This is an optimization exercise on Yosys and OpenROAD, whose aim is small area, not a production implementation. The RTL was checked by simulation tests, not by an equivalence proof against the original design. Power figures rest on the tool's default switching activity, not on a simulated workload.

### design/flow/flow/run.sh
#!/bin/bash
# Layout flow: the standard ORFS flow, with
#  - synthesis: the standard script, but without full/half-adder extraction
#    and with an area-oriented ABC mapping script (flow/area.abc)
#  - port buffers: sky130_fd_sc_hd__buf_1
#  - CTS: small clock buffers, no dummy loads
#  - tie cells shared by their loads (no tie fan-out repair), no pass-through
#    buffers in synthesis (the port buffers take their place)
#  - placement without timing-driven mode, repair without extra cap/slew
#    margins (the design has over 5 ns of slack)
# Settings are in flow/settings.sh.  standard.sh's output goes to
# standard.log; ORFS keeps each step's log under orfs/logs/.
set -uo pipefail
HERE=$(pwd)
sed "s#log_cmd abc {\*}\$abc_args#log_cmd abc -script $HERE/flow/area.abc {*}[lrange \$abc_args 2 end]#" \
    "$FLOW_HOME/scripts/synth.tcl" > "$HERE/my_orfs_synth.tcl"
grep -q "flow/area.abc" "$HERE/my_orfs_synth.tcl" || { echo "abc hook not found"; exit 1; }
sed "s#source \$::env(SCRIPTS_DIR)/synth.tcl#source $HERE/my_orfs_synth.tcl#" synth_recipe.tcl > "$HERE/my_synth.tcl"
grep -q "my_orfs_synth.tcl" "$HERE/my_synth.tcl" || { echo "synth hook not found"; exit 1; }
source "$HERE/flow/settings.sh"
bash standard.sh SYNTH_SCRIPT="$HERE/my_synth.tcl" ADDER_MAP_FILE= \
    BUFFER_PORTS_ARGS="$PORT_BUF_ARGS" CTS_ARGS="$CTS_ARGS_SET" $EXTRA finish > "$HERE/standard.log" 2>&1
### design/flow/flow/area.abc
strash
&get -n
&fraig -x
&put
scorr
dc2
dretime
strash
&get -n
&deepsyn -T 300
&dch -f
&nf -a -R 1000
&put
mfs3 -ae -R 4 -H 6
&get -n
&st
&dch -f
&nf -a -R 1000
&put
mfs3 -ae -R 4 -H 6
### design/flow/flow/settings.sh
PORT_BUF_ARGS="-buffer_cell sky130_fd_sc_hd__buf_1"
CTS_ARGS_SET="-sink_clustering_enable -repair_clock_nets -dont_use_dummy_load -buf_list sky130_fd_sc_hd__clkbuf_4 -root_buf sky130_fd_sc_hd__clkbuf_4 -sink_clustering_size 11 -sink_clustering_max_diameter 50"
EXTRA="SKIP_REPAIR_TIE_FANOUT=1 SYNTH_INSBUF=0 GPL_TIMING_DRIVEN=0 CAP_MARGIN=0 SLEW_MARGIN=0"
### design/flow/standard.sh
#!/bin/bash
# synth_recipe.tcl (not shown) runs the flow's synth.tcl, then flattens the netlist and writes it again
# the make line also repeats each setting of config.mk as NAME=value (left out here)
make -C /OpenROAD-flow-scripts/flow DESIGN_CONFIG=/design/flow/config.mk WORK_HOME=/design/flow/orfs CLKGATE_MAP_FILE= SYNTH_SCRIPT=/design/flow/synth_recipe.tcl "${@:-finish}"
### design/flow/config.mk
export PLATFORM = sky130hd
export DESIGN_NAME = sequence_game_top
export DESIGN_NICKNAME = sequence_game_top
export VERILOG_FILES = /design/flow/design.v
export SDC_FILE = /design/flow/constraint.sdc
export NUM_CORES = 4
export LEC_CHECK = 0
export CAP_MARGIN = 20
export CORE_MARGIN = 2
export CORE_UTILIZATION = 40
export SLEW_MARGIN = 20
### design/flow/constraint.sdc
create_clock -name core_clock -period 10.0 [get_ports {clk}]
set_input_delay 2.0000 -clock core_clock [delete_from_list [all_inputs] [get_ports {clk}]]
set_output_delay 2.0000 -clock core_clock [all_outputs]
set_load 0.01 [all_outputs]
### design/flow/design.v
module sync_debounce (
	input  logic clk,
	input  logic d,
	output logic q
);
	localparam logic [15:0] CLR  = 16'h05a7;
	localparam logic [15:0] MASK = 16'heabe;
	localparam logic [15:0] VAL  = 16'haaaa;
	logic ff1;
	logic [15:0] y;
	always_ff @(posedge clk) begin
		ff1 <= d;
		if (d ^ ff1)
			y <= CLR;
		else
			y <= {~y[14:0], ~(y[15] ^ y[13] ^ y[11] ^ y[0])};
		if ((y & MASK) == VAL)
			q <= ff1;
	end
endmodule
module sequence_game_top(
    input  logic        clk,
    input  logic        reset,
    input  logic        enter,
    input  logic [15:0] sw,
    input  logic        UART_rxd,
    output logic        UART_txd,
    output logic [7:0]  hex_segA,
    output logic [3:0]  hex_gridA,
    output logic [7:0]  hex_segB,
    output logic [3:0]  hex_gridB,
    output logic [15:0] led
);
    logic       reset_db, enter_db;
    logic [7:0] sw_db;
    sync_debounce reset_debounce (.clk(clk), .d(reset), .q(reset_db));
    sync_debounce enter_debounce (.clk(clk), .d(enter), .q(enter_db));
    generate
        genvar i;
        for (i = 0; i < 8; i++) begin : user_seq_debounce
            sync_debounce switch_debounce (.clk(clk), .d(sw[i]), .q(sw_db[i]));
        end
    endgenerate
    logic uart_mode;
    assign uart_mode = sw[15];
    localparam logic [9:0] BCLR       = 10'h0fb;
    localparam logic [9:0] BFULL_MASK = 10'h3d7;
    localparam logic [9:0] BFULL_VAL  = 10'h3d3;
    localparam logic [9:0] BHALF_MASK = 10'h03f;
    localparam logic [9:0] BHALF_VAL  = 10'h00f;
    function automatic logic [9:0] bstep(input logic [9:0] x);
        bstep = {~x[8:0], ~(x[9] ^ x[2])};
    endfunction
    localparam logic [2:0] S_HALT  = 3'd0;
    localparam logic [2:0] S_GEN   = 3'd1;
    localparam logic [2:0] S_PAUSE = 3'd2;
    localparam logic [2:0] S_CHECK = 3'd3;
    localparam logic [2:0] S_UPD   = 3'd4;
    localparam logic [2:0] S_DONE  = 3'd5;
    logic [2:0] state;
    logic [7:0] score;
    logic [1:0] mistakes;
    logic [2:0] index;
    logic       enter_prev;
    logic [7:0] pattern;
    logic       sequence_check;
    localparam logic [63:0] PATTERNS = {8'b10111110, 8'b10111011, 8'b10111000, 8'b10101011,
                                        8'b01010101, 8'b10010101, 8'b00000001, 8'b11110111};
    assign pattern = PATTERNS[{index, 3'b000} +: 8];
    assign sequence_check = (sw_db == pattern);
    assign led = {sw[15], 7'b0, pattern};
    localparam logic [3:0] T_IDLE  = 4'd0;
    localparam logic [3:0] T_SEND  = 4'd1;    
    localparam logic [3:0] T_START = 4'd2;
    localparam logic [3:0] T_STOP  = 4'd3;
    localparam logic [3:0] T_CLEAN = 4'd4;
    logic [3:0] tx_ph;
    logic [9:0] tx_cnt;
    logic       tx_term;
    logic       tx_ready;
    assign tx_term  = ((tx_cnt & BFULL_MASK) == BFULL_VAL);
    assign tx_ready = (tx_ph == T_IDLE);
    logic [1:0] mtype;    
    logic [3:0] midx;
    logic       sending;
    logic       msg_more;
    logic       ctl_send;
    logic       start_msg;
    assign sending  = (mtype != 2'd0);
    assign msg_more = (mtype == 2'd1) ? (midx < 4'd8) : (midx < 4'd4);
    assign ctl_send = !reset_db && sending && tx_ready && msg_more;
    assign start_msg = uart_mode && tx_ready && !sending &&
                       (state == S_GEN || state == S_UPD);
    always_ff @(posedge clk) begin
        if (reset_db) begin
            mtype <= 2'd0;
        end else if (!sending) begin
            if (start_msg)
                mtype <= (state == S_GEN) ? 2'd1 : (sequence_check ? 2'd2 : 2'd3);
        end else if (tx_ready && !msg_more) begin
            mtype <= 2'd0;
        end
        if (reset_db || !sending)
            midx <= 4'd0;
        else if (ctl_send)
            midx <= midx + 4'd1;
    end
    localparam logic [511:0] TX_TABLE = 512'h00000000000000000000000a214f4e0000000000000000000000000a214b4f00000000000000000a203a7265746e450000000000000000000000000000000000;
    logic [7:0] tx_byte;
    assign tx_byte = TX_TABLE[{mtype, midx, 3'b000} +: 8];
    always_ff @(posedge clk) begin
        if (ctl_send)
            tx_ph <= T_SEND;
        else if (reset)
            tx_ph <= T_IDLE;
        else begin
            case (tx_ph)
                T_IDLE:  ;
                T_SEND:  tx_ph <= T_START;
                T_START: if (tx_term) tx_ph <= 4'd8;
                T_STOP:  if (tx_term) tx_ph <= T_CLEAN;
                T_CLEAN: tx_ph <= T_IDLE;
                default: if (tx_term) tx_ph <= (tx_ph == 4'd15) ? T_STOP : tx_ph + 4'd1;
            endcase
        end
        if (tx_ph == T_IDLE || tx_ph == T_SEND || tx_term)
            tx_cnt <= BCLR;
        else
            tx_cnt <= bstep(tx_cnt);
    end
    always_comb begin
        if (tx_ph[3])
            UART_txd = tx_byte[tx_ph[2:0]];
        else
            UART_txd = (tx_ph != T_START);
    end
    localparam logic [3:0] R_IDLE = 4'd0;
    localparam logic [3:0] R_HALF = 4'd1;
    localparam logic [3:0] R_STOP = 4'd2;
    localparam logic [3:0] R_DONE = 4'd3;
    localparam logic [7:0] PAT_E = 8'h65;
    localparam logic [7:0] PAT_R = 8'h72;
    logic [3:0] rx_ph;
    logic [9:0] rx_cnt;
    logic       rx_term;
    logic       m_e, m_r;       
    logic       rx_valid;
    logic       rx_ack;
    logic       enter_rcvd;
    assign rx_term = (rx_ph == R_HALF) ? ((rx_cnt & BHALF_MASK) == BHALF_VAL)
                                       : ((rx_cnt & BFULL_MASK) == BFULL_VAL);
    always_ff @(posedge clk) begin
        if (reset) begin
            rx_ph    <= R_IDLE;
            rx_valid <= 1'b0;
        end else begin
            if (rx_ack)
                rx_valid <= 1'b0;
            case (rx_ph)
                R_IDLE: if (!UART_rxd) rx_ph <= R_HALF;
                R_HALF: if (rx_term) rx_ph <= 4'd8;
                R_STOP: if (rx_term) begin
                    rx_ph    <= R_DONE;
                    rx_valid <= 1'b1;
                end
                R_DONE: rx_ph <= R_IDLE;
                default: if (rx_term) rx_ph <= (rx_ph == 4'd15) ? R_STOP : rx_ph + 4'd1;
            endcase
        end
        if (rx_ph == R_HALF) begin
            m_e <= 1'b1;
            m_r <= 1'b1;
        end else if (rx_ph[3] && rx_term && rx_ph[2:0] != 3'd5) begin
            if (UART_rxd != PAT_E[rx_ph[2:0]]) m_e <= 1'b0;
            if (UART_rxd != PAT_R[rx_ph[2:0]]) m_r <= 1'b0;
        end
        if (rx_ph == R_IDLE || rx_term)
            rx_cnt <= BCLR;
        else
            rx_cnt <= bstep(rx_cnt);
    end
    always_ff @(posedge clk) begin
        if (reset_db)
            rx_ack <= 1'b0;
        else
            rx_ack <= rx_valid && !rx_ack;
    end
    assign enter_rcvd = rx_ack && m_e;
    logic enter_edge;
    assign enter_edge = enter_db & ~enter_prev;
    logic [2:0] state_nxt;
    always_comb begin
        state_nxt = state;
        case (state)
            S_HALT:  state_nxt = S_GEN;
            S_GEN:   state_nxt = S_PAUSE;
            S_PAUSE: if (uart_mode ? enter_rcvd : enter_edge) state_nxt = S_CHECK;
            S_CHECK: state_nxt = S_UPD;
            S_UPD:   state_nxt = (mistakes == 2'd3) ? S_DONE : S_GEN;
            S_DONE:  if (uart_mode ? (rx_valid && m_r) : enter_edge) state_nxt = S_HALT;
            default: ;
        endcase
    end
    always_ff @(posedge clk) begin
        if (reset_db) begin
            state      <= S_HALT;
            enter_prev <= 1'b0;
            score      <= 8'd0;
            mistakes   <= 2'd0;
            index      <= 3'd0;
        end else begin
            state      <= state_nxt;
            enter_prev <= enter_db;
            if (state == S_UPD && sequence_check)
                score <= score + 8'd1;
            if (state == S_UPD && !sequence_check)
                mistakes <= mistakes + 2'd1;
            if (state == S_GEN)
                index <= index + 3'd1;
        end
    end
    localparam logic [15:0] HCLR  = 16'h5251;
    localparam logic [15:0] HMASK = 16'heeae;
    localparam logic [15:0] HVAL  = 16'haeaa;
    logic [15:0] hcnt;
    logic [1:0]  digit;
    logic        hterm;
    assign hterm = ((hcnt & HMASK) == HVAL);
    always_ff @(posedge clk) begin
        if (reset_db || hterm)
            hcnt <= HCLR;
        else
            hcnt <= {~hcnt[14:0], ~(hcnt[15] ^ hcnt[13] ^ hcnt[11] ^ hcnt[0])};
        if (reset_db)
            digit <= 2'd0;
        else if (hterm)
            digit <= digit + 2'd1;
    end
    localparam logic [111:0] SEG7 = {
        7'b1110001, 7'b1111001, 7'b1011110, 7'b0111001,    
        7'b1111100, 7'b1110111, 7'b1101111, 7'b1111111,    
        7'b0000111, 7'b1111101, 7'b1101101, 7'b1100110,    
        7'b1001111, 7'b1011011, 7'b0000110, 7'b0111111};   
    function automatic logic [6:0] seg7(input logic [3:0] n);
        seg7 = SEG7[7*n +: 7];
    endfunction
    logic [3:0] nibA;
    assign nibA = digit[0] ? score[3:0] : score[7:4];
    always_comb begin
        if (reset_db) begin
            hex_gridA = 4'hF;
            hex_segA  = 8'hFF;
            hex_segB  = 8'hFF;
        end else begin
            hex_gridA = ~(4'b0001 << digit);
            hex_segA  = {1'b1, ~(digit[1] ? seg7(nibA) : seg7(4'h0))};
            hex_segB  = {1'b1, ~((digit == 2'd3) ? seg7({1'b0, state}) : seg7(4'h0))};
        end
    end
    assign hex_gridB = hex_gridA;
endmodule
==> results of run 1 <==
## placed cells by master (no fill, tap or decap), types with 12 or more instances in the layout
cell,Yosys,final
dfxtp_1,243,243
buf_1,0,44
xnor2_1,28,28
nand3_1,15,15
nand4_1,12,12
clkbuf_4,0,27
nand2_1,133,133
a21oi_1,40,40
clkinv_1,12,12
nor3_1,17,17
nor4_1,12,12
nor2_1,159,159
o21ai_0,45,45
xor2_1,21,21
## power by group through the flow
| stage | Sequential (mW) | Clock [mW] | Combinational, mW |
|---|---|---|---|
| global placement | 1.18 | 0 | 0.107 |
| detailed placement | 1.18 | 0 | 0.110 |
| CTS | 1.16 | 0.444 | 0.110 |
| global route | 1.17 | 0.484 | 0.127 |
| floorplan | 1.17 | 0 | 0.0875 |
| finish | 1.16 | 0.415 | 0.108 |
## layer usage
metal | GRT usage [%] | share of wire [%] | vias to the layer above | routed length (um)
met1 | 18.0 | 51 | 2516 | 6950
met2 | 20.4 | 42 | 91 | 5710
met4 | 3.64 | 2.3 | 0 | 313
met5 | 0 | 0 | - | 0
met3 | 3.31 | 5.2 | 33 | 717
li1 | - | - | 2958 | -
## layout make-up
class,count,area [um^2]
inverters,12,45.0
fillers,2062,11200
multi-input cells,568,2880
repair buffers,44,165
diodes,2,5.00
clock buffers,27,203
well taps,270,338
flip-flops and latches,253,5160
## kinds of logic (layout without fill, tap and decap cells)
kind of cell | after synthesis | in the layout | synth area share, %
buf+inv | 12 | 83 | 0.556
flops | 253 | 253 | 63.8
compound gates | 120 | 120 | 8.55
other cells | 2 | 4 | 0.0928
simple gates | 392 | 392 | 21.0
xor+xnor | 49 | 49 | 5.30
mux | 5 | 5 | 0.665
## cells in the mapped netlist (4+ instances only)
master / instances / area [um^2]
dfxtp_1: 243 / 4860
xnor2_1: 28 / 245
and3_1: 5 / 31.3
nand3_1: 15 / 75.1
nor3_1: 17 / 85.1
a21oi_1: 40 / 200
o21ai_0: 45 / 225
nor2b_1: 10 / 62.6
a31oi_1: 9 / 56.3
nand2b_1: 8 / 50.1
nor4_1: 12 / 75.1
clkinv_1: 12 / 45.0
xor2_1: 21 / 184
nor2_1: 159 / 597
nand4b_1: 6 / 52.6
and2_0: 5 / 31.3
nand2_1: 133 / 499
nand4_1: 12 / 75.1
edfxtp_1: 10 / 300
or3_1: 4 / 25.0
## registers in the layout (all words and copies together), names as in the netlist, 3 cells and up
register	count
user_seq_debounce.switch_debounce.y	128
enter_debounce.y	16
user_seq_debounce.switch_debounce.ff1	8
tx_cnt	10
state	3
tx_ph	4
midx	4
score	8
rx_ph	4
user_seq_debounce.switch_debounce.q	8
reset_debounce.y	16
hcnt	16
index	3
rx_cnt	10
## worst register-to-register path, cell delays in order (launching register included)
cell and delay (ns):
dfxtp_1 0.47, clkinv_1 0.23, a21oi_1 0.25, a21boi_0 0.42
nor2_1 0.10, a21oi_1 0.19, nand3_1 0.11, nor2_1 0.20
and3_1 0.25, and3_1 0.25, and3_1 0.26, and3_1 0.17
nor3_1 0.04
## worst paths after layout
check | startpoint | to | slack, ns | cells past startpoint
worst min register to register | user_seq_debounce[5].switch_debounce.y[12] | user_seq_debounce[5].switch_debounce.y[13] | 0.35 | 1
worst max register to register | index[0] | score[7] | 6.93 | 12
worst max-delay path | reset_debounce.q | hex_segB[6] | 5.21 | 3
worst min-delay path | user_seq_debounce[5].switch_debounce.y[12] | user_seq_debounce[5].switch_debounce.y[13] | 0.35 | 1
## through the flow
step           area (um^2)  worst slack [ns]  hold slack, ns  instances
3_3_place_gp          8600              5.62           0.345       1147
6_report              8800              5.21           0.353       1176
4_1_cts               8800              5.11           0.364       1174
3_5_place_dp          8600              5.63           0.348       1147
5_1_grt               8800              4.89           0.384       1176
2_1_floorplan         8090              6.00           0.343        833
==> run summary, run 1 <==
CP max-delay cell=edfxtp_1; sequential fraction of design power=68.9%; CTS sink cnt=between 200 and 300; hold_buf cts=0; Netlist cell types=43; CTS tree=built; total congestion overflow=0; yosys warns=2; sequential area share after synthesis=between 60 and 70%; Logic pwr share=between 6 and 7%; critical path class=reg2out; Pleak=about 3.3 nW; first-pass GRT wire length=approximately 24000 um; outcome=complete, no violations; Max Freq=209 MHz; Die Span Y=146 um; final setup vio count=0; post-DP HPWL=9500 um; IO buf count=44; via count of the first global-routing pass=around 5300; clock root buffer=clkbuf_4; area grow syn2layout=8.78%; Reg clk slew, reported paths=0.11 ns; Sw Share=a little under a quarter; crit path time final=4.79 ns; Crit. End Element=output port; buffers and inverters on the worst path=2; total chip power=about 1.7 mW; slowest stage delay, CP=1.00 ns; core area=20000 um^2; routed via count=about 5600; Total GRT Usage=about an eighth; Clock Latency Late Sink=around 0.64 ns; slew margin rel.=36.2%; wire length per cell=approximately 12 um; placer congestion estimate=just under 0.8; Die W=about 150 um; EDFF count, synth=10; Cell Pwr Density=between 150 and 200 nW/um^2; prevailing post-synth register cell=dfxtp_1; clock buffer count from CTS=27; setup tns final=0 ns; max cap viols=0; DRC Markers=0; share of layout cells above drive strength 1=2.99%; TritonRoute pass-1 iters=4; Hold Path Class=reg2reg; Worst Path Max Fanout=27; Final Hold Viols=0; Final Util=43.9%; DIE AREA=21400 um^2; total wire length=between 10000 and 15000 um; Post-Syn Instances=833; I/O pin total=61; Tcrit/Tclk final=a little under half; Synth async-reset ratio=0%; Final Max Slew Viols=0; Pint=roughly 1.3 mW; initial core utilization=40.4%; Final Skew=0.0309 ns; Antenna Nets Post-Route=0; critical path startpoint category=register; Slew @ Worst Pin=roughly 0.96 ns; ordered list of cells on the worst path=clkinv_1 -> o2111ai_1 -> buf_1; delay-heaviest family, CP=flip-flops; Clock Tree Buf Depth=3; Synth Cell Area=8090 um^2; Clk pwr share=24.7%; #FFs+latches synth=~250; RSZ-0062 raised after global routing=no; WP data arrival=between 2 and 3 ns; initial drt markers=just under 200; Final Net Count=926; vias per cell=~4.8; CTS H-tree lvls=1; Sw Pwr=~0.4 mW; Setup Fix Bufs, Post-CTS=0; Resized cells post-CTS=0; Syn Nets=853; Rows=52; initial antenna violation count=1; largest net degree at the start of global routing=28; Worst Path Required=~8.0 ns; maximum vdd drop=around 0.00011 V; Avg Cell Area, Syn=about 10 um^2
==> run 2, diff against run 1 <==
--- a/design/flow/flow/run.sh
+++ b/design/flow/flow/run.sh
@@ -6,8 +6,6 @@
 #  - CTS: small clock buffers, no dummy loads
 #  - tie cells shared by their loads (no tie fan-out repair), no pass-through
 #    buffers in synthesis (the port buffers take their place)
-#  - placement without timing-driven mode, repair without extra cap/slew
-#    margins (the design has over 5 ns of slack)
 # Settings are in flow/settings.sh.  standard.sh's output goes to
 # standard.log; ORFS keeps each step's log under orfs/logs/.
 set -uo pipefail
==> design/flow/flow/area.abc (replaced) <==
strash
&get -n
&fraig -x
&put
scorr
dc2
dretime
strash
&get -n
&dch -f
&nf -a -R 1000
&put
==> design/flow/flow/settings.sh (replaced) <==
PORT_BUF_ARGS="-buffer_cell sky130_fd_sc_hd__buf_1"
CTS_ARGS_SET="-sink_clustering_enable -repair_clock_nets -dont_use_dummy_load -buf_list sky130_fd_sc_hd__clkbuf_4 -root_buf sky130_fd_sc_hd__clkbuf_4 -sink_clustering_size 12 -sink_clustering_max_diameter 45"
EXTRA="SKIP_REPAIR_TIE_FANOUT=1 SYNTH_INSBUF=0 GPL_TIMING_DRIVEN=0 CAP_MARGIN=0 SLEW_MARGIN=0"
==> run 2 against run 1 <==
Against the previous run: critical path type unchanged; sequential share of layout area fell by 1.6 points; wire length rose by 7.3%; maximum frequency fell by 2.2%; first-iteration DRC count rose by 31%; count of clock-buffer cells in the layout rose by 1; area after synthesis rose by 2.9%; register-to-register slack got worse by 0.18 ns; flip-flop and latch count did not move; largest power group unchanged; via count rose by 4.8%; setup slack got worse by 0.11 ns.
==> run summary, run 2 <==
outcome=complete, no violations; initial drt markers=259 (+31%); sequential area share after synthesis=62.0% (-1.8 points); register with the most flip-flops=user_seq_debounce.switch_debounce.y; top-area cell type share of the netlist area=58.4% (-1.7 points); yosys warns=2 (unchanged); Setup Fix Bufs, Post-CTS=0 (unchanged); most frequent cells in the layout=243 x dfxtp_1, 157 x nor2_1, 129 x nand2_1, 44 x a21oi_1, 44 x buf_1; Hold Path Origin=enter_debounce.y[12]; placed cell areas=8830 um^2 (+2.8%); initial antenna violation count=1 (unchanged); Clock Tree Buf Depth=3 (unchanged); critical path class=reg2out; placer congestion estimate=0.805 (+1.2%); Hold Path Class=reg2reg; CP max-delay cell=edfxtp_1; max reg flops=128 (unchanged); delay-heaviest family, CP=flip-flops; Total GRT Usage=13.7% (+0.67 points); reg2reg setup slack=6.75 ns (-0.18 ns); Final Max Slew Viols=0 (unchanged); Rows=52 (unchanged); setup tns final=0 ns (unchanged); ordered list of cells on the worst path=clkinv_1 -> nand3_1 -> nand2b_1 -> buf_1; Final Net Count=957 (+3.3%); Reg clk slew, reported paths=0.10 ns (about the same); Synth area leader=dfxtp_1; total congestion overflow=0 (unchanged); slowest stage delay, CP=0.97 ns (-0.03 ns); Final Skew=0.0443 ns (+0.0134 ns); post-DP HPWL=10500 um (+10%); TritonRoute pass-1 iters=6 (+2); Die Span Y=148 um (+1.4%); Worst Path Required=8.00 ns (about the same); final setup vio count=0 (unchanged); Final Util=44.4% (+0.48 points); Antenna Nets Post-Route=0 (unchanged); DRC Markers=0 (unchanged); Slew @ Worst Pin=1.05 ns (+0.0893 ns); first-pass GRT wire length=25500 um (+6.3%); maximum vdd drop=0.000121 V (+11%); max cap viols=0 (unchanged); Synth Cell Area=8330 um^2 (+2.9%); #FFs+latches synth=253 (unchanged); Crit. End Element=output port; Clock Latency Late Sink=0.64 ns (about the same); most common library cells after synthesis=243 x dfxtp_1, 157 x nor2_1, 129 x nand2_1; EDFF count, synth=10 (unchanged); Avg Cell Area, Syn=9.65 um^2 (-0.66%); IO buf count=44 (unchanged); Setup crit start=reset_debounce.q; design area=9050 um^2 (+2.7%); buffers and inverters on the worst path=2 (unchanged); count leader, synth=dfxtp_1; WP data arrival=2.89 ns (+0.10 ns); R2R cell count=12 (unchanged); CTS tree=built; Die W=148 um (+1.4%); critical path startpoint category=register; I/O pin total=61 (unchanged); Post-Syn Instances=863 (+3.6%); area grow syn2layout=8.59%; clock root buffer=clkbuf_4; DP Worst Slack=5.59 ns (-0.0322 ns); slew margin rel.=29.6% (-6.6 points); core area=20400 um^2 (+1.6%); Worst path depth=4 (+1); DIE AREA=22000 um^2 (+2.8%); vias per cell=4.87 (+2.2%); Syn Nets=883 (+3.5%); commonest non-fill, non-tap cell in the layout=dfxtp_1; wire length per cell=12.2 um (+4.6%); Cell Pwr Density=209 nW/um^2 (+9.5%); prevailing post-synth register cell=dfxtp_1; CTS H-tree lvls=1 (unchanged); Max Freq=204 MHz (-2.2%); Tcrit/Tclk final=48.9% (+1.1 points); Post-Layout Cell Count=1206 (+2.6%); largest net degree at the start of global routing=28 (unchanged); CTS sink cnt=253 (unchanged); RSZ-0062 raised after global routing=no; Reg2Reg Launch Point=index[0]; hold_buf cts=0 (unchanged); clock buffer count from CTS=28 (+3.7%); crit path time final=4.89 ns (+0.107 ns); Worst Path Max Fanout=27 (unchanged); WHS Path Cells=1 (unchanged); Synth async-reset ratio=0% (unchanged); placed cells=1177 (+2.6%); routed via count=5869 (+4.8%); final worst-path setup slack=5.11 ns (-0.107 ns); synth top area cells=dfxtp_1 58%, nor2_1 7.1%, nand2_1 5.8%; Resized cells post-CTS=0 (unchanged); Final Hold Viols=0 (unchanged); via count of the first global-routing pass=5514 (+4.3%); share of layout cells above drive strength 1=2.99% (+0.0079 points); initial core utilization=40.9% (+0.52 points); Netlist cell types=43 (unchanged); total wire length=14700 um (+7.3%); Pleak=3.36 nW (+1.3%)
run 2: final timing paths:
path / to
worst min-delay path: enter_debounce.y[13]
worst min register to register: enter_debounce.y[13]
worst max-delay path: hex_segB[6]
worst max register to register: score[7]
run 2: metal layers:
| metal | part of all wire [%] | GRT usage, % |
|---|---|---|
| met1 | 51 | 19.6 |
| met2 | 43 | 21.0 |
| met3 | 4.5 | 2.91 |
| met4 | 1.9 | 3.90 |
| met5 | 0 | 0 |
run 2: layout make-up:
cell class | instances | area, um^2
fillers | 2039 | 11300
flip-flops and latches | 253 | 5160
multi-input cells | 599 | 3120
well taps | 270 | 338
clock buffers | 28 | 210
repair buffers | 44 | 165
inverters | 11 | 41.3
diodes | 1 | 2.50
run 2: worst register-to-register path: cells and delay by family, from the launching register on:
| family | cells | cell delay (ns) |
|---|---|---|
| AND/OR/NAND/NOR | 9 | 2.14 |
| flip-flops | 1 | 0.52 |
| AO/OA/AOI/OAI | 3 | 0.48 |
run 2: cell families after synthesis:
| group | count (synthesis) | share of synthesized area, % |
|---|---|---|
| muxes | 9 | 1.14 |
| xor gates and xnor gates | 53 | 5.57 |
| AOI/OAI and AO/OA | 118 | 8.13 |
| other | 2 | 0.0902 |
| and+or+nand+nor | 417 | 22.6 |
| DFF | 253 | 62.0 |
| buffers and inverters | 11 | 0.496 |
run 2: power by group:
| part | switching (mW) | leakage [nW] | internal [mW] | total [mW] |
|---|---|---|---|---|
| clock | 0.288 | 0.129 | 0.129 | 0.417 |
| sequential | 0.0848 | 2.11 | 1.14 | 1.23 |
| combinational | 0.145 | 1.12 | 0.0999 | 0.245 |
run 2: through the flow:
step,hold WS [ns],total power [mW]
after CTS,0.342,1.92
after detailed placement,0.347,1.50
final,0.339,1.89
after floorplan,0.343,1.43
after global placement,0.345,1.49
after global routing,0.347,2.02
==> run 3, diff against run 2 <==
==> design/flow/flow/settings.sh (replaced) <==
PORT_BUF_ARGS="-buffer_cell sky130_fd_sc_hd__buf_1"
CTS_ARGS_SET="-sink_clustering_enable -repair_clock_nets -dont_use_dummy_load -buf_list sky130_fd_sc_hd__clkbuf_4 -root_buf sky130_fd_sc_hd__clkbuf_4 -sink_clustering_size 13 -sink_clustering_max_diameter 40"
EXTRA="SKIP_REPAIR_TIE_FANOUT=1 SYNTH_INSBUF=0 GPL_TIMING_DRIVEN=0 CAP_MARGIN=0 SLEW_MARGIN=0"
==> run 3 against run 2 <==
Against the previous run: die area stayed put; cell count hardly changed; largest cell class unchanged; clock skew is 0.011 ns higher; via count hardly changed; hold slack worse by 0.018 ns; sequential power hardly changed; highest routed layer unchanged; utilization hardly changed.
==> run summary, run 3 <==
CTS sink cnt=253 (unchanged); maximum vdd drop=0.000124 V (+2.8%); crit path time final=4.91 ns (+0.0179 ns); Multi-input gate area=3120 um^2 (unchanged); WP data arrival=2.91 ns (+0.02 ns); IO buf count=44 (unchanged); Post-Layout Cell Count=1207 (+0.083%); routed via count=5873 (+0.068%); Avg Cell Area, Syn=9.65 um^2 (unchanged); Crit. End Element=output port; Die W=148 um (unchanged); synth top area cells=dfxtp_1 58%, nor2_1 7.1%, nand2_1 5.8%; RSZ-0062 raised after global routing=no; Pleak=3.36 nW (+0.14%); max reg flops=128 (unchanged); design area=9050 um^2 (about the same); TritonRoute pass-1 iters=4 (-2); first-pass GRT wire length=25300 um (-0.76%); area grow syn2layout=8.68% (about the same); DRC Markers=0 (unchanged); Antenna Nets Post-Route=0 (unchanged); CTS tree=built; initial core utilization=40.9% (unchanged); Final Skew=0.0556 ns (+0.0113 ns); Post-Syn Instances=863 (unchanged); CTS H-tree lvls=1 (unchanged); top-area cell type share of the netlist area=58.4% (unchanged); Worst Path Max Fanout=27 (unchanged); initial drt markers=231 (-11%); Slew @ Worst Pin=1.04 ns (-0.00811 ns); Cell Pwr Density=209 nW/um^2 (about the same); DIE AREA=22000 um^2 (unchanged); Synth async-reset ratio=0% (unchanged); final setup vio count=0 (unchanged); largest net degree at the start of global routing=28 (unchanged); sequential area share after synthesis=62.0% (unchanged); EDFF count, synth=10 (unchanged); Tcrit/Tclk final=49.1% (+0.18 points); placed cells=1177 (unchanged); clock buffer count from CTS=29 (+3.6%); register with the most flip-flops=user_seq_debounce.switch_debounce.y; Syn Nets=883 (unchanged); placer congestion estimate=0.805 (unchanged); Setup Fix Bufs, Post-CTS=0 (unchanged); filler instances=2033 (-0.29%); initial antenna violation count=1 (unchanged); yosys warns=2 (unchanged); slew margin rel.=30.1% (+0.55 points); post-DP HPWL=10500 um (unchanged); Reg clk slew, reported paths=0.12 ns (+0.02 ns); Final Net Count=958 (+0.10%); total wire length=14600 um (-0.35%); outcome=complete, no violations; most common library cells after synthesis=243 x dfxtp_1, 157 x nor2_1, 129 x nand2_1; I/O pin total=61 (unchanged); Hold Path Class=reg2reg; Clock Tree Buf Depth=3 (unchanged); hold_buf cts=0 (unchanged); Final Max Slew Viols=0 (unchanged); #FFs+latches synth=253 (unchanged); Worst Path Required=8.00 ns (about the same); share of layout cells above drive strength 1=3.10% (+0.10 points); Resized cells post-CTS=0 (unchanged); total congestion overflow=0 (unchanged); vias per cell=4.87 (about the same); setup tns final=0 ns (unchanged); max cap viols=0 (unchanged); core area=20400 um^2 (unchanged); Die Span Y=148 um (unchanged); Synth area leader=dfxtp_1; Total GRT Usage=13.6% (-0.072 points); FF+latch area=5160 um^2 (unchanged); Netlist cell types=43 (unchanged); prevailing post-synth register cell=dfxtp_1; critical path startpoint category=register; Final Hold Viols=0 (unchanged); Final Util=44.5% (about the same); via count of the first global-routing pass=5530 (+0.29%); Clock Latency Late Sink=0.63 ns (about the same); most frequent cells in the layout=243 x dfxtp_1, 157 x nor2_1, 129 x nand2_1, 44 x a21oi_1, 44 x buf_1; Max Freq=204 MHz (-0.36%); clock root buffer=clkbuf_4; wire length per cell=12.1 um (-0.44%); count leader, synth=dfxtp_1; Synth Cell Area=8330 um^2 (unchanged); placed cell areas=8830 um^2 (unchanged); commonest non-fill, non-tap cell in the layout=dfxtp_1; critical path class=reg2out; Rows=52 (unchanged)
## run 3: cell counts after synthesis
Identical to the previous run, type by type.
## run 3: critical path, stage by stage, from the launching register on
cell and delay [ns]:
edfxtp_1 0.97, clkinv_1 0.72, nand3_1 0.32, nand2b_1 0.13, buf_1 0.14
## run 3: report_power, final
group / internal [mW] / switching, mW / total [mW]
clock network: 0.133 / 0.287 / 0.420
logic: 0.0999 / 0.145 / 0.245
registers: 1.14 / 0.0847 / 1.23
total: 1.38 / 0.517 / 1.89
## run 3: cell type report
cell class / count / area share [%]
Sequential cell: 253 / 57.0
Multi-Input combinational cell: 599 / 34.5
Tap cell: 270 / 3.73
Clock buffer: 29 / 2.40
Timing Repair Buffer: 44 / 1.82
Inverter: 11 / 0.456
Antenna cell: 1 / 0.0276
## run 3: final timing paths
kind | startpoint | endpoint | slack [ns] | cells after the start
worst max-delay path | reset_debounce.q | hex_segB[6] | 5.09 | 4
worst min-delay path | user_seq_debounce[4].switch_debounce.y[12] | user_seq_debounce[4].switch_debounce.y[13] | 0.32 | 1
worst max register to register | index[0] | score[7] | 6.77 | 12
worst min register to register | user_seq_debounce[4].switch_debounce.y[12] | user_seq_debounce[4].switch_debounce.y[13] | 0.32 | 1
## run 3: cell families (layout without fill, tap and decap cells)
group / Yosys count / in the layout / synth area share, %
DFF: 253 / 253 / 62.0
other: 2 / 3 / 0.0902
and+or+nand+nor: 417 / 417 / 22.6
buffers and inverters: 11 / 84 / 0.496
muxes: 9 / 9 / 1.14
AOI/OAI and AO/OA: 118 / 118 / 8.13
xor gates and xnor gates: 53 / 53 / 5.57
## run 3: metrics by stage
stage          setup WS [ns]  hold WS [ns]  total power [mW]
2_1_floorplan           6.00         0.343              1.43
3_3_place_gp            5.58         0.345              1.49
6_report                5.09         0.321              1.89
3_5_place_dp            5.59         0.347              1.50
5_1_grt                 4.68         0.325              2.02
4_1_cts                 4.94         0.324              1.93
## run 3: layer usage
layer	vias up	routed length [um]	track usage (%)	share of wire (%)
met5	-	0	0	0
met4	0	226	3.81	1.5
met3	22	668	3.07	4.6
met2	83	6340	20.9	43
met1	2689	7400	19.4	51
li1	3079	-	-	-

-- separate check: timing with driven ports --
Ports are ideal in the flow. The routed layouts listed here were re-timed in OpenROAD. Step 1 (the two cells are an assumption about what drives the block):
set clk [get_ports {clk}]
set_driving_cell -lib_cell sky130_fd_sc_hd__clkbuf_16 $clk
set_driving_cell -lib_cell sky130_fd_sc_hd__buf_2 [delete_from_list [all_inputs] $clk]
Step 2 moves the port delays by t, midway between the first and last clock arrival at a register: inputs arrive t later, outputs are due t later. That takes back most of the time a late clock gives input paths. Three values: ideal, step 1, step 2; two values: the first two.
| run | shift t [ns] | setup WS [ns] | hold slack, ns | slew at the worst register clock pin (ns) | worst slew at a driven data input, ns |
|---|---|---|---|---|---|
| run 1 | 0.669 | 5.213 / 5.175 / 5.599 | 0.353 / 0.353 / 0.353 | 0.12 / 0.12 | 0.04 |
| run 2 | 0.650 | 5.106 / 5.067 / 5.559 | 0.339 / 0.339 / 0.339 | 0.12 / 0.12 | 0.04 |
| run 3 | 0.649 | 5.088 / 5.049 / 5.563 | 0.321 / 0.321 / 0.321 | 0.12 / 0.12 | 0.04 |
After both steps every run listed still meets setup and hold.
